What follows belongs to an exercise in optimizing a design on an open flow for small area and a short achievable clock period; a production flow would make more cautious choices. The RTL was checked by simulation tests, not by an equivalence proof against the original design. The flow treats the clock pin as an ideal source. Dropping or thinning the clock tree relies on that and would not hold on a real chip. Power and IR drop assume default switching activity.

== v6 ==
Design timer, start of the top module:
module timer #(
    parameter FREQUENCY_VALUE = 50_000_000 
) (
    input logic clk,
    input logic reset_n,
    input   logic   [1:0]   avmms_address,
    input   logic           avmms_write,
    input   logic   [31:0]  avmms_writedata,
    input   logic   [3:0]   avmms_byteenable,
    input   logic           avmms_read,
    output  logic   [31:0]  avmms_readdata,
    output  logic           coe_interrupt
);
Size in the first run: ~7600 µm² of cells after synthesis.
==> flow/config.mk <==
export PLATFORM = sky130hd
export DESIGN_NAME = timer
export DESIGN_NICKNAME = timer
export VERILOG_FILES = /design/flow/design.v
export SDC_FILE = /design/flow/constraint.sdc
export NUM_CORES = 4
export LEC_CHECK = 0
export ABC_AREA = 1
export ABC_CLOCK_PERIOD_IN_PS = 2000
export CAP_MARGIN = 20
export CORE_MARGIN = 2
export CORE_UTILIZATION = 55
export SETUP_SLACK_MARGIN = 1.6
export SLEW_MARGIN = 20
==> flow/constraint.sdc <==
create_clock -name core_clock -period 3.0 [get_ports {clk}]
set_input_delay 0.6000 -clock core_clock [delete_from_list [all_inputs] [get_ports {clk}]]
set_output_delay 0.6000 -clock core_clock [all_outputs]
set_load 0.01 [all_outputs]
standard.sh (not shown) runs the stock make flow with config.mk's settings and CLKGATE_MAP_FILE= SYNTH_SCRIPT=/design/flow/synth_recipe.tcl, a recipe that flattens the netlist after the stock synthesis.
==> flow/flow/run.sh <==
#!/bin/bash
# Standard layout with two changes: plain buf_1 cells as the port buffers, and
# a two-level clock tree (flow/cts_hook.tcl) in place of TritonCTS: the clock
# port drives four clkbuf_8 cells, each driving two clkbuf_16 leaves. The hook
# also gives the register behind coe_interrupt its strongest drive strength.
# Full output of the flow goes to standard.log.
export BUFFER_PORTS_ARGS="-buffer_cell sky130_fd_sc_hd__buf_1"
export PRE_CTS_TCL="$PWD/flow/cts_hook.tcl"
bash standard.sh > standard.log 2>&1
==> flow/flow/cts_hook.tcl <==
# Replaces TritonCTS with a two-level clock tree. The registers are split by
# recursive bisection into 8 groups of nearby sinks, each driven by a
# clkbuf_16 leaf. The clock port drives four clkbuf_8 cells, each driving the
# leaves of two neighbouring groups.
proc cts_split {sinks idx} {
  set s [lsort -integer -index $idx $sinks]
  set k [expr {[llength $s] / 2}]
  return [list [lrange $s 0 [expr {$k - 1}]] [lrange $s $k end]]
}

proc cts_center {sinks} {
  set ax 0
  set ay 0
  foreach s $sinks {
    set ax [expr {$ax + [lindex $s 1]}]
    set ay [expr {$ay + [lindex $s 2]}]
  }
  set n [llength $sinks]
  return [list [expr {$ax / $n}] [expr {$ay / $n}]]
}

proc cts_buffer {block master name x y in_net out_name} {
  set inst [odb::dbInst_create $block $master $name]
  $inst setLocation $x $y
  $inst setPlacementStatus PLACED
  set net [odb::dbNet_create $block $out_name]
  $net setSigType CLOCK
  [$inst findITerm A] connect $in_net
  [$inst findITerm X] connect $net
  return $net
}

proc clock_tree_synthesis {args} {
  set block [ord::get_db_block]
  set db [ord::get_db]
  set clk [$block findNet clk]
  set leaf_master [$db findMaster sky130_fd_sc_hd__clkbuf_16]
  set mid_master [$db findMaster sky130_fd_sc_hd__clkbuf_8]
  set sinks {}
  foreach it [$clk getITerms] {
    set box [[$it getInst] getBBox]
    set x [expr {([$box xMin] + [$box xMax]) / 2}]
    set y [expr {([$box yMin] + [$box yMax]) / 2}]
    lappend sinks [list $it $x $y]
  }
  set quads {}
  foreach half [cts_split $sinks 1] {
    foreach q [cts_split $half 2] {
      lappend quads $q
    }
  }
  set i 0
  foreach q $quads {
    lassign [cts_center $q] qx qy
    set mid_net [cts_buffer $block $mid_master clkbuf_m$i $qx $qy $clk clknet_m$i]
    set j 0
    foreach g [cts_split $q 1] {
      lassign [cts_center $g] gx gy
      set leaf_net [cts_buffer $block $leaf_master clkbuf_l${i}_$j $gx $gy $mid_net clknet_l${i}_$j]
      foreach s $g {
        set it [lindex $s 0]
        $it disconnect
        $it connect $leaf_net
      }
      puts "clock leaf clkbuf_l${i}_$j at $gx $gy drives [llength $g] sinks"
      incr j
    }
    incr i
  }
  $clk setSigType CLOCK
  set_propagated_clock [all_clocks]
}

# The register behind coe_interrupt drives only the output buffer; use the
# strongest drive of its cell so the output path is not slowed by it.
foreach inst [get_cells {complete_o*}] {
  puts "upsizing [get_full_name $inst] to sky130_fd_sc_hd__dfrtp_4"
  replace_cell $inst sky130_fd_sc_hd__dfrtp_4
}
v6 closes out successfully: all stages finished, all timing, DRC and antenna checks passed.
The inputs of v7 differ from those of v6 as listed below.
--- a/flow/flow/run.sh
+++ b/flow/flow/run.sh
@@ -3,4 +3,3 @@
 # a two-level clock tree (flow/cts_hook.tcl) in place of TritonCTS: the clock
-# port drives four clkbuf_8 cells, each driving two clkbuf_16 leaves. The hook
-# also gives the register behind coe_interrupt its strongest drive strength.
+# port drives four clkbuf_8 cells, each driving two clkbuf_16 leaves.
 # Full output of the flow goes to standard.log.
--- a/flow/flow/cts_hook.tcl
+++ b/flow/flow/cts_hook.tcl
@@ -72,8 +72 @@
 }
-
-# The register behind coe_interrupt drives only the output buffer; use the
-# strongest drive of its cell so the output path is not slowed by it.
-foreach inst [get_cells {complete_o*}] {
-  puts "upsizing [get_full_name $inst] to sky130_fd_sc_hd__dfrtp_4"
-  replace_cell $inst sky130_fd_sc_hd__dfrtp_4
-}
==> summary.txt <==
- The final layouts of v7 and v6 pass the timing, design-rule and antenna checks.
- Between v7 and v6, the difference in power density normalized to cell area is negligible.
- For combinational power share, v7 and v6 come out practically identical.
- Looking at worst setup slack, v7 sits 73 ps above v6.
- Final hold slack was higher in v7 than in v6.
- The higher area of the multi-input gates of v7 and v6 is in v6.
- Global-route wire length before repair delta (v7 -> v6): insignificant
- | power | v7 vs v6 | ≈ equal |
No run of this note takes its clock network from TritonCTS; it comes from the design's own scripts or RTL.

timer, a different RTL version from the one above (not shown whole).
Size in the first run: roughly 780 cells after synthesis, ~75 I/O pins, ~0.0073 sq mm of cells after synthesis.
Settings: LEC_CHECK=0, ABC_AREA=1, ABC_CLOCK_PERIOD_IN_PS=2000, CAP_MARGIN=20, CORE_MARGIN=2, CORE_UTILIZATION=70, SETUP_SLACK_MARGIN=1.6, SLEW_MARGIN=20; clock period 3.0 ns.
==> flow/flow/run.sh <==
#!/bin/bash
# Standard layout with two changes: plain buf_1 cells as the port buffers, and
# a two-level clock tree (flow/cts_hook.tcl) in place of TritonCTS: the clock
# port drives four clkbuf_8 cells, each driving two clkbuf_16 leaves.
# Full output of the flow goes to standard.log.
export BUFFER_PORTS_ARGS="-buffer_cell sky130_fd_sc_hd__buf_1"
export PRE_CTS_TCL="$PWD/flow/cts_hook.tcl"
bash standard.sh > standard.log 2>&1
Other scripts of this flow, unchanged in this note and not shown: flow/flow/cts_hook.tcl
Edit:
- CORE_UTILIZATION: 70 -> 40
After rerunning:
- cell area is about the same
- utilization went down by 36 points
- power goes down by 0.79%
- final cell count grows by 8.2%
Edit:
- CORE_UTILIZATION: 40 -> 45
- SETUP_SLACK_MARGIN: 1.6 -> 1.55
What happened: Routed wire length stays flat; power falls by 0.49%; cell area fell by 1.5%; setup slack improves by 32 ps; hold slack got worse by 170 ps; first-iteration DRC count is lower by 10%; register-to-register slack gets worse by 20 ps.
Edit:
- SETUP_SLACK_MARGIN: 1.55 -> 1.6
Clock power stays flat.
Flip-flop and latch count is unchanged.
Die area stays the same.
Synthesized area does not change.
Maximum frequency rose by 0.64%.
Sequential share of layout area fell by 0.85 points.
Cell area rose by 1.7%.
Wire length rose by 1.3%.
Synthesized cell count is unchanged.
Via count rose by 1.0%.
Utilization rose by 0.87 points.
Edit:
- CORE_UTILIZATION: 45 -> 55
- SETUP_SLACK_MARGIN: 1.6 -> 1.5
Outcome: Cell area is lower by a few percent. Area after synthesis does not change. Combinational power drops by a few percent. Sequential share of layout area came out higher by 1.4 points. Total power went down slightly. Register-to-register slack got worse by 50 ps. First-iteration DRC count came out lower by about a fifth.
In every run of this note, the design's own scripts or RTL, not TritonCTS, make the clock network.

static timing again, ports no longer ideal:
No port has a modelled driver above. Below, the same layouts with a new extraction and two added sets of constraints. Step 1: set_driving_cell puts a clkbuf_16 on clk and a buf_2 on each other input, an assumption about the parent block. Step 2 moves the port delays by t, midway between the first and last clock arrival at a register: inputs arrive t later, outputs are due t later. That takes back most of the time a late clock gives input paths. a / b / c = ideal ports / drivers / drivers and shift; a / b = the first two.
run | t, ns | setup WS [ns] | clock arrival spread, ns
v6 | 0.362 | 1.483 / 1.409 / 1.313 | 0.014 / 0.013
v7 | 0.362 | 1.557 / 1.482 / 1.310 | 0.013 / 0.013
the first run of note 2 | 0.359 | 1.557 / 1.498 / 1.229 | 0.013 / 0.013
the second run of note 2 | 0.366 | 1.545 / 1.521 / 1.192 | 0.016 / 0.015
the third run of note 2 | 0.365 | 1.577 / 1.500 / 1.267 | 0.016 / 0.016
the fourth run of note 2 | 0.365 | 1.586 / 1.524 / 1.262 | 0.015 / 0.015
the fifth run of note 2 | 0.360 | 1.542 / 1.468 / 1.233 | 0.012 / 0.012
After both steps every run listed still meets setup and hold. The setup slack of the second run of note 2, which loses most, moves by -0.024 ns with the drivers and by -0.353 ns with both steps.
